Context: an optimization exercise on an open-source flow, tuned for small area. The choices shown serve that exercise and are no tape-out recipe. RTL that was checked went through simulation tests only; none was proved equivalent to the original. No driver is modelled on the clock port, so clock power and skew are understated where the tree is cut down; a real chip needs a root buffer or a tree. Power is estimated from default activity; no workload was simulated.

==> inputs of nickel <==
Design traffic_light_top, start of the top module:
module traffic_light_top #(
  parameter int unsigned F_CLK_HZ      = 1_000,
  parameter int unsigned T_GREEN_S_THR = 30,  
  parameter int unsigned T_GREEN_S_LT  = 10,  
  parameter int unsigned T_YELLOW_S    = 3,
  parameter int unsigned T_ALLRED_S    = 1,
  parameter int unsigned T_DEBOUNCE_MS = 20
)
(
  input  logic        clk,
  input  logic        rst_n,
  input  logic [11:0] btn_raw,
  output logic a_straight_r, a_straight_y, a_straight_g,
  output logic a_left_r,     a_left_y,     a_left_g,
  output logic a_p_r,        a_p_g,
  output logic b_straight_r, b_straight_y, b_straight_g,
  output logic b_left_r,     b_left_y,     b_left_g,
  output logic b_p_r,        b_p_g
);
==> module tl_timer, before the edit <==
module tl_timer #(
  parameter longint D_THR_CYC = 30000,
  parameter longint D_LT_CYC  = 10000,
  parameter longint D_YEL_CYC = 3000,
  parameter longint D_AR_CYC  = 1000
)(
  input  logic       clk,
  input  logic       rst_n,
  input  logic [1:0] cls,       
  output logic       expired
);
  if (D_THR_CYC == 30000 && D_LT_CYC == 10000 &&
      D_YEL_CYC == 3000  && D_AR_CYC == 1000) begin : g_lfsr
    localparam logic [14:0] POL   = 15'h5555;
    localparam logic [14:0] T_END = 15'h5edc;
    localparam logic [14:0] L_THR = 15'h678f;  
    localparam logic [14:0] L_LT  = 15'h6faa;  
    localparam logic [14:0] L_YEL = 15'h278a;  
    localparam logic [14:0] L_AR  = 15'h678d;  
    logic [14:0] p, c, ld;
    assign c = p ^ POL;
    always_comb begin
      case (cls)
        D_THR:   ld = L_THR;
        D_LT:    ld = L_LT;
        D_YEL:   ld = L_YEL;
        default: ld = L_AR;
      endcase
    end
    always_ff @(posedge clk or negedge rst_n) begin
      if (!rst_n)       p <= T_END ^ POL;
      else if (expired) p <= ld ^ POL;
      else              p <= {c[13:0], c[14] ^ c[10]} ^ POL;
    end
    assign expired = (c == T_END);
  end else begin : g_bin
    localparam longint MAXD = (D_THR_CYC > D_LT_CYC) ? D_THR_CYC : D_LT_CYC;
    localparam int W = $clog2(MAXD + 1);
    logic [W-1:0] cnt;
    logic [W-1:0] ld;
    always_comb begin
      case (cls)
        D_THR:   ld = W'(D_THR_CYC);
        D_LT:    ld = W'(D_LT_CYC);
        D_YEL:   ld = W'(D_YEL_CYC);
        default: ld = W'(D_AR_CYC);
      endcase
    end
    always_ff @(posedge clk or negedge rst_n) begin
      if (!rst_n)       cnt <= '0;
      else if (expired) cnt <= ld;
      else              cnt <= cnt - 1'b1;
    end
    assign expired = (cnt == '0);
  end
endmodule
==> module debounce_sync, before the edit <==
module debounce_sync #(
  parameter int unsigned CYCLES = 20
)(
  input  logic clk, rst_n,
  input  logic din,          
  output logic dout,         
  output logic rise_nx       
);
  logic d1, d2;
  always_ff @(posedge clk or negedge rst_n) begin
    if (!rst_n) begin d1<=0; d2<=0; end
    else         begin d1<=din; d2<=d1; end
  end
  logic stable_state;
  logic differ, hit;
  assign differ = d2 ^ stable_state;
  if (CYCLES == 20) begin : g_sr
    localparam logic [4:0] POL  = 5'd26;
    localparam logic [4:0] CNT0 = 5'd26;
    localparam logic [4:0] CEND = 5'd13;
    localparam logic [4:0] MASK = 5'd22;
    logic [4:0] p, c;
    assign c = p ^ POL;
    always_ff @(posedge clk or negedge rst_n) begin
      if (!rst_n)      p <= CNT0 ^ POL;
      else if (differ) p <= {c[3:0], !(c[4] ^ c[3])} ^ POL;
      else             p <= CNT0 ^ POL;
    end
    assign hit = ((c & MASK) == (CEND & MASK));
  end else begin : g_bin
    logic [$clog2(CYCLES+1)-1:0] cnt;
    always_ff @(posedge clk or negedge rst_n) begin
      if (!rst_n)              cnt <= '0;
      else if (differ && !hit) cnt <= cnt + 1'b1;
      else                     cnt <= '0;
    end
    assign hit = (cnt >= CYCLES);
  end
  always_ff @(posedge clk or negedge rst_n) begin
    if (!rst_n)             stable_state <= 1'b0;
    else if (differ && hit) stable_state <= d2;
  end
  assign dout    = stable_state;
  assign rise_nx = differ && hit && d2;
endmodule
==> module tl_fsm, before the edit <==
module tl_fsm #(
  parameter int unsigned F_CLK_HZ      = 50_000_000,
  parameter int unsigned T_GREEN_S_THR = 30,  
  parameter int unsigned T_GREEN_S_LT  = 10,  
  parameter int unsigned T_YELLOW_S    = 3,
  parameter int unsigned T_ALLRED_S    = 1
)(
  input  logic       clk,
  input  logic       rst_n,
  input  logic       jump_req,     
  input  logic [1:0] jump_phase,   
  output logic       accept_jump,  
  output logic [1:0] mode,
  output logic [1:0] phase
);
  logic       expired;
  logic [1:0] cls;
  tl_timer #(
    .D_THR_CYC(longint'(F_CLK_HZ) * T_GREEN_S_THR),
    .D_LT_CYC (longint'(F_CLK_HZ) * T_GREEN_S_LT),
    .D_YEL_CYC(longint'(F_CLK_HZ) * T_YELLOW_S),
    .D_AR_CYC (longint'(F_CLK_HZ) * T_ALLRED_S)
  ) u_tmr (
    .clk    (clk),
    .rst_n  (rst_n),
    .cls    (cls),
    .expired(expired)
  );
  logic [1:0] mode_nx, phase_nx;
  always_comb begin
    accept_jump = 1'b0;
    mode_nx     = M_GRN;
    phase_nx    = phase;
    cls         = D_YEL;
    case (mode)
      M_GRN: begin mode_nx = M_YEL; cls = D_YEL; end
      M_YEL: begin mode_nx = M_RED; cls = D_AR;  end
      M_RED: begin
        if (jump_req) begin
          accept_jump = expired;
          mode_nx     = M_OVR;
          phase_nx    = jump_phase;
          cls         = D_YEL;
        end else begin
          mode_nx     = M_GRN;
          phase_nx    = {phase[0] ? !phase[1] : phase[1], !phase[0]};
          cls         = phase[0] ? D_THR : D_LT;
        end
      end
      default: begin  
        mode_nx = M_GRN;
        cls     = phase[0] ? D_LT : D_THR;
      end
    endcase
  end
  always_ff @(posedge clk or negedge rst_n) begin
    if (!rst_n) begin
      mode  <= M_GRN;
      phase <= P_AS;
    end else if (expired) begin
      mode  <= mode_nx;
      phase <= phase_nx;
    end
  end
endmodule
==> flow/config.mk <==
export PLATFORM = sky130hd
export DESIGN_NAME = traffic_light_top
export DESIGN_NICKNAME = traffic_light_top
export VERILOG_FILES = /design/flow/design.v
export SDC_FILE = /design/flow/constraint.sdc
export NUM_CORES = 4
export LEC_CHECK = 0
export CAP_MARGIN = 20
export CORE_MARGIN = 2
export CORE_UTILIZATION = 60
export CTS_BUF_LIST = sky130_fd_sc_hd__clkbuf_4
export SLEW_MARGIN = 20
==> flow/constraint.sdc <==
create_clock -name core_clock -period 10.0 [get_ports {clk}]
set_input_delay 2.0000 -clock core_clock [delete_from_list [all_inputs] [get_ports {clk}]]
set_output_delay 2.0000 -clock core_clock [all_outputs]
set_load 0.01 [all_outputs]
standard.sh (not shown) runs the stock make flow with config.mk's settings and CLKGATE_MAP_FILE= SYNTH_SCRIPT=/design/flow/synth_recipe.tcl, a recipe that flattens the netlist after the stock synthesis.
==> flow/flow/run.sh <==
#!/bin/bash
export BUFFER_PORTS_ARGS="-buffer_cell sky130_fd_sc_hd__buf_1"
export CTS_ARGS="-sink_clustering_enable -repair_clock_nets -buf_list sky130_fd_sc_hd__clkbuf_4 -dont_use_dummy_load"
export POST_CTS_TCL="$PWD/flow/post_cts.tcl"
bash standard.sh > standard.log 2>&1
==> flow/flow/post_cts.tcl <==
# Replace the clock tree that CTS built with one level of NCLK buffers
# (CLKCELL), each driving the flip-flops of one placement cluster.
set nclk [expr {[info exists ::env(MY_NCLK)] ? $::env(MY_NCLK) : 4}]
set clkcell [expr {[info exists ::env(MY_CLKCELL)] ? $::env(MY_CLKCELL) : "sky130_fd_sc_hd__clkbuf_16"}]
set block [ord::get_db_block]
set db [ord::get_db]
set clk_bterm [$block findBTerm clk]
set clk_net [$clk_bterm getNet]
# collect the clock sinks and remove the CTS buffers
set sinks {}
set todo [list $clk_net]
set del_insts {}
set del_nets {}
while {[llength $todo]} {
  set n [lindex $todo 0]; set todo [lrange $todo 1 end]
  foreach it [$n getITerms] {
    if {![$it isInputSignal]} { continue }
    set inst [$it getInst]
    set m [[$inst getMaster] getName]
    if {[string match "sky130_fd_sc_hd__clkbuf_*" $m] || [string match "sky130_fd_sc_hd__clkinv*" $m]} {
      lappend del_insts $inst
      foreach o [$inst getITerms] {
        if {[$o isOutputSignal] && [$o getNet] ne "NULL"} { lappend todo [$o getNet]; lappend del_nets [$o getNet] }
      }
    } else {
      lappend sinks $it
    }
  }
}
puts "myclk: [llength $sinks] sinks, removing [llength $del_insts] clock cells"
foreach it $sinks { $it disconnect }
foreach inst $del_insts { odb::dbInst_destroy $inst }
foreach n $del_nets { odb::dbNet_destroy $n }
# k-means on sink locations
set pts {}
foreach it $sinks {
  set b [[$it getInst] getBBox]
  lappend pts [list [expr {([$b xMin]+[$b xMax])/2.0}] [expr {([$b yMin]+[$b yMax])/2.0}]]
}
set xs [lsort -real [lmap p $pts {lindex $p 0}]]
# initial centres: spread along a grid
set die [$block getDieArea]
set W [$die xMax]; set H [$die yMax]
set cents {}
if {$nclk == 4} {
  set cents [list [list [expr $W*0.25] [expr $H*0.25]] [list [expr $W*0.75] [expr $H*0.25]] [list [expr $W*0.25] [expr $H*0.75]] [list [expr $W*0.75] [expr $H*0.75]]]
} else {
  for {set k 0} {$k < $nclk} {incr k} { lappend cents [list [expr {$W*($k+0.5)/$nclk}] [expr {$H*0.5}]] }
}
for {set iter 0} {$iter < 50} {incr iter} {
  set asg {}
  foreach p $pts {
    set best 0; set bd 1e30
    for {set k 0} {$k < $nclk} {incr k} {
      set c [lindex $cents $k]
      set d [expr {abs([lindex $p 0]-[lindex $c 0]) + abs([lindex $p 1]-[lindex $c 1])}]
      if {$d < $bd} { set bd $d; set best $k }
    }
    lappend asg $best
  }
  set new {}
  for {set k 0} {$k < $nclk} {incr k} {
    set sx 0; set sy 0; set n 0
    foreach p $pts a $asg { if {$a == $k} { set sx [expr {$sx+[lindex $p 0]}]; set sy [expr {$sy+[lindex $p 1]}]; incr n } }
    if {$n} { lappend new [list [expr {$sx/$n}] [expr {$sy/$n}]] } else { lappend new [lindex $cents $k] }
  }
  set cents $new
}
set master [$db findMaster $clkcell]
for {set k 0} {$k < $nclk} {incr k} {
  set inst [odb::dbInst_create $block $master "myclkbuf_$k"]
  set net [odb::dbNet_create $block "myclknet_$k"]
  $net setSigType CLOCK
  set c [lindex $cents $k]
  $inst setLocation [expr {int([lindex $c 0])}] [expr {int([lindex $c 1])}]
  $inst setPlacementStatus PLACED
  [$inst findITerm A] connect $clk_net
  [$inst findITerm X] connect $net
  set n 0
  foreach it $sinks a $asg { if {$a == $k} { $it connect $net; incr n } }
  puts "myclk: buffer $k at $c drives $n sinks"
}
detailed_placement
check_placement -verbose
estimate_parasitics -placement
set_propagated_clock [all_clocks]
report_clock_skew
repair_timing -hold -hold_margin 0.05 -verbose
detailed_placement
check_placement -verbose
==> violet: changes against nickel <==
--- a/flow/design.v
+++ b/flow/design.v
@@ -27,12 +27,11 @@
   if (D_THR_CYC == 30000 && D_LT_CYC == 10000 &&
       D_YEL_CYC == 3000  && D_AR_CYC == 1000) begin : g_lfsr
-    localparam logic [14:0] POL   = 15'h5555;
-    localparam logic [14:0] T_END = 15'h5edc;
-    localparam logic [14:0] L_THR = 15'h678f;  
-    localparam logic [14:0] L_LT  = 15'h6faa;  
-    localparam logic [14:0] L_YEL = 15'h278a;  
-    localparam logic [14:0] L_AR  = 15'h678d;  
-    logic [14:0] p, c, ld;
-    assign c = p ^ POL;
+    localparam logic [14:0] T_END  = 15'h7bdb;
+    localparam logic [14:0] L_THR  = 15'h3cf1;
+    localparam logic [14:0] L_LT   = 15'h7df5;
+    localparam logic [14:0] L_YEL  = 15'h64f1;
+    localparam logic [14:0] L_AR   = 15'h1cf1;
+    logic [14:0] cnt;
+    logic [14:0] ld;
     always_comb begin
       case (cls)
@@ -44,9 +43,9 @@
     end
     always_ff @(posedge clk or negedge rst_n) begin
-      if (!rst_n)       p <= T_END ^ POL;
-      else if (expired) p <= ld ^ POL;
-      else              p <= {c[13:0], c[14] ^ c[10]} ^ POL;
+      if (!rst_n)       cnt <= T_END;
+      else if (expired) cnt <= ld;
+      else              cnt <= {cnt[13:0], cnt[14] ^ cnt[10]};
     end
-    assign expired = (c == T_END);
+    assign expired = (cnt == T_END);
   end else begin : g_bin
     localparam longint MAXD = (D_THR_CYC > D_LT_CYC) ? D_THR_CYC : D_LT_CYC;
@@ -86,17 +85,13 @@
   logic differ, hit;
   assign differ = d2 ^ stable_state;
-  if (CYCLES == 20) begin : g_sr
-    localparam logic [4:0] POL  = 5'd26;
-    localparam logic [4:0] CNT0 = 5'd26;
-    localparam logic [4:0] CEND = 5'd13;
-    localparam logic [4:0] MASK = 5'd22;
-    logic [4:0] p, c;
-    assign c = p ^ POL;
+  if (CYCLES == 20) begin : g_lfsr
+    localparam logic [4:0] CNT0 = 5'b00101;
+    logic [4:0] cnt;
     always_ff @(posedge clk or negedge rst_n) begin
-      if (!rst_n)      p <= CNT0 ^ POL;
-      else if (differ) p <= {c[3:0], !(c[4] ^ c[3])} ^ POL;
-      else             p <= CNT0 ^ POL;
+      if (!rst_n)              cnt <= CNT0;
+      else if (differ && !hit) cnt <= {cnt[3:0], cnt[4] ^ cnt[1]};
+      else                     cnt <= CNT0;
     end
-    assign hit = ((c & MASK) == (CEND & MASK));
+    assign hit = !cnt[4] && !cnt[3] && !cnt[0];
   end else begin : g_bin
     logic [$clog2(CYCLES+1)-1:0] cnt;
@@ -216,5 +211,5 @@
         end else begin
           mode_nx     = M_GRN;
-          phase_nx    = {phase[0] ? !phase[1] : phase[1], !phase[0]};
+          phase_nx    = phase + 2'd1;
           cls         = phase[0] ? D_THR : D_LT;
         end
==> flow/run.sh (new file) <==
#!/bin/bash
# synth_recipe.tcl (not shown) runs the flow's synth.tcl, then flattens the netlist and writes it again
# the make line also repeats each setting of config.mk as NAME=value (left out here)
make -C /OpenROAD-flow-scripts/flow DESIGN_CONFIG=/design/flow/config.mk WORK_HOME=/design/flow/orfs CLKGATE_MAP_FILE= SYNTH_SCRIPT=/design/flow/synth_recipe.tcl finish
--- a/flow/config.mk
+++ b/flow/config.mk
@@ -8,5 +8,4 @@
 export CAP_MARGIN = 20
 export CORE_MARGIN = 2
-export CORE_UTILIZATION = 60
-export CTS_BUF_LIST = sky130_fd_sc_hd__clkbuf_4
+export CORE_UTILIZATION = 40
 export SLEW_MARGIN = 20
removed: flow/flow/run.sh
removed: flow/flow/post_cts.tcl
removed: flow/standard.sh
==> lagoon: changes against nickel <==
==> flow/flow/run.sh (replaced) <==
#!/bin/bash
export BUFFER_PORTS_ARGS="-buffer_cell sky130_fd_sc_hd__buf_1"
export CTS_ARGS="-sink_clustering_enable -repair_clock_nets -buf_list sky130_fd_sc_hd__clkbuf_4 -dont_use_dummy_load"
bash standard.sh > standard.log 2>&1
--- a/flow/config.mk
+++ b/flow/config.mk
@@ -8,5 +8,5 @@
 export CAP_MARGIN = 20
 export CORE_MARGIN = 2
-export CORE_UTILIZATION = 60
+export CORE_UTILIZATION = 40
 export CTS_BUF_LIST = sky130_fd_sc_hd__clkbuf_4
 export SLEW_MARGIN = 20
removed: flow/flow/post_cts.tcl
==> comparison <==
Between violet and lagoon, the lower final area is in lagoon (gap about 23%, measured against lagoon). First-iteration DRC count, highest first: lagoon, violet, nickel. Die area, lowest first: nickel, lagoon, violet. Maximum frequency, lowest first: violet, lagoon, nickel. Between nickel and violet, the lower sequential share of layout area is in violet (gap 12 points). Between violet and lagoon, the lower synthesized cell count is in lagoon (gap 13%, measured against lagoon). Clock skew: lagoon is higher than nickel (23 ps). The lowest global-route usage belongs to lagoon, the highest to nickel. Critical path depth: violet is lower than lagoon (1).
==> figures <==
metric	nickel	lagoon	violet
Outcome	no timing/DRC/antenna violations	no timing/DRC/antenna violations	no timing/DRC/antenna violations
Number of gates given a new drive strength after cts	-	0	0
Final-layout clock buffer total	-	17	23
XOR/XNOR share of the synthesized area	5.19%	5.19%	2.45%
Post-synthesis compound-gate area fraction	3.23%	3.23%	4.57%
Met3 Use GR	3.96%	4.92%	5.39%
Cell area after placement	4430 um2	4480 um2	5070 um2
Reported sequential group power	715 uW	714 uW	737 uW
Wire length after detailed routing	5680 um	5950 um	7010 um
Number of nets in the finished design	376	389	429
Die Wd	87.8 um	107 um	112 um
Fmax achieved	0.303 GHz	0.277 GHz	0.250 GHz
Count of plain and timing-repair buffers in the layout	-	30	30
All-Layer GR Usage	16.3%	12.4%	12.7%
Share of total power in combinational logic	19.0%	18.5%	17.6%
Max IR drop VDD	143 uV	129 uV	172 uV
Global routing met1 resource utilization	22.7%	16.4%	15.3%
Hold buffers post-CTS	-	0	0
Slew at the pin closest to its max-slew limit	821 ps	792 ps	879 ps
Setup slack after placement	6550 ps	6530 ps	6430 ps
Only the layout flow was run in violet; the RTL was not checked for function there. The clock cells of nickel come from the design's own scripts or RTL, not from TritonCTS.

static timing again, ports no longer ideal:
The results above use ideal ports. As a check the final layouts listed here were re-extracted and re-timed, cells and wires unchanged. Step 1, drivers: a clkbuf_16 drives clk and a buf_2 each remaining input, both assumed. Step 2 times the ports against the registers' clock, not the clock port: input delays grow and output delays shrink by t, the midpoint of the rising clock arrivals with the driver on. a / b / c = ideal / step 1 / step 2; a / b = the first two.
run	t, ns	slack for setup (ns)	worst register clock-pin slew, ns
nickel	0.239	6.700 / 6.624 / 6.679	0.11 / 0.11
violet	0.435	6.007 / 5.972 / 6.407	0.06 / 0.06
lagoon	0.501	6.393 / 6.363 / 6.606	0.11 / 0.11
After both steps setup and hold are still met in every run listed. For nickel, which loses most, drivers alone change the setup slack by -0.076 ns; drivers and shift together by -0.021 ns. The worst setup slack also covers recovery checks on asynchronous resets.
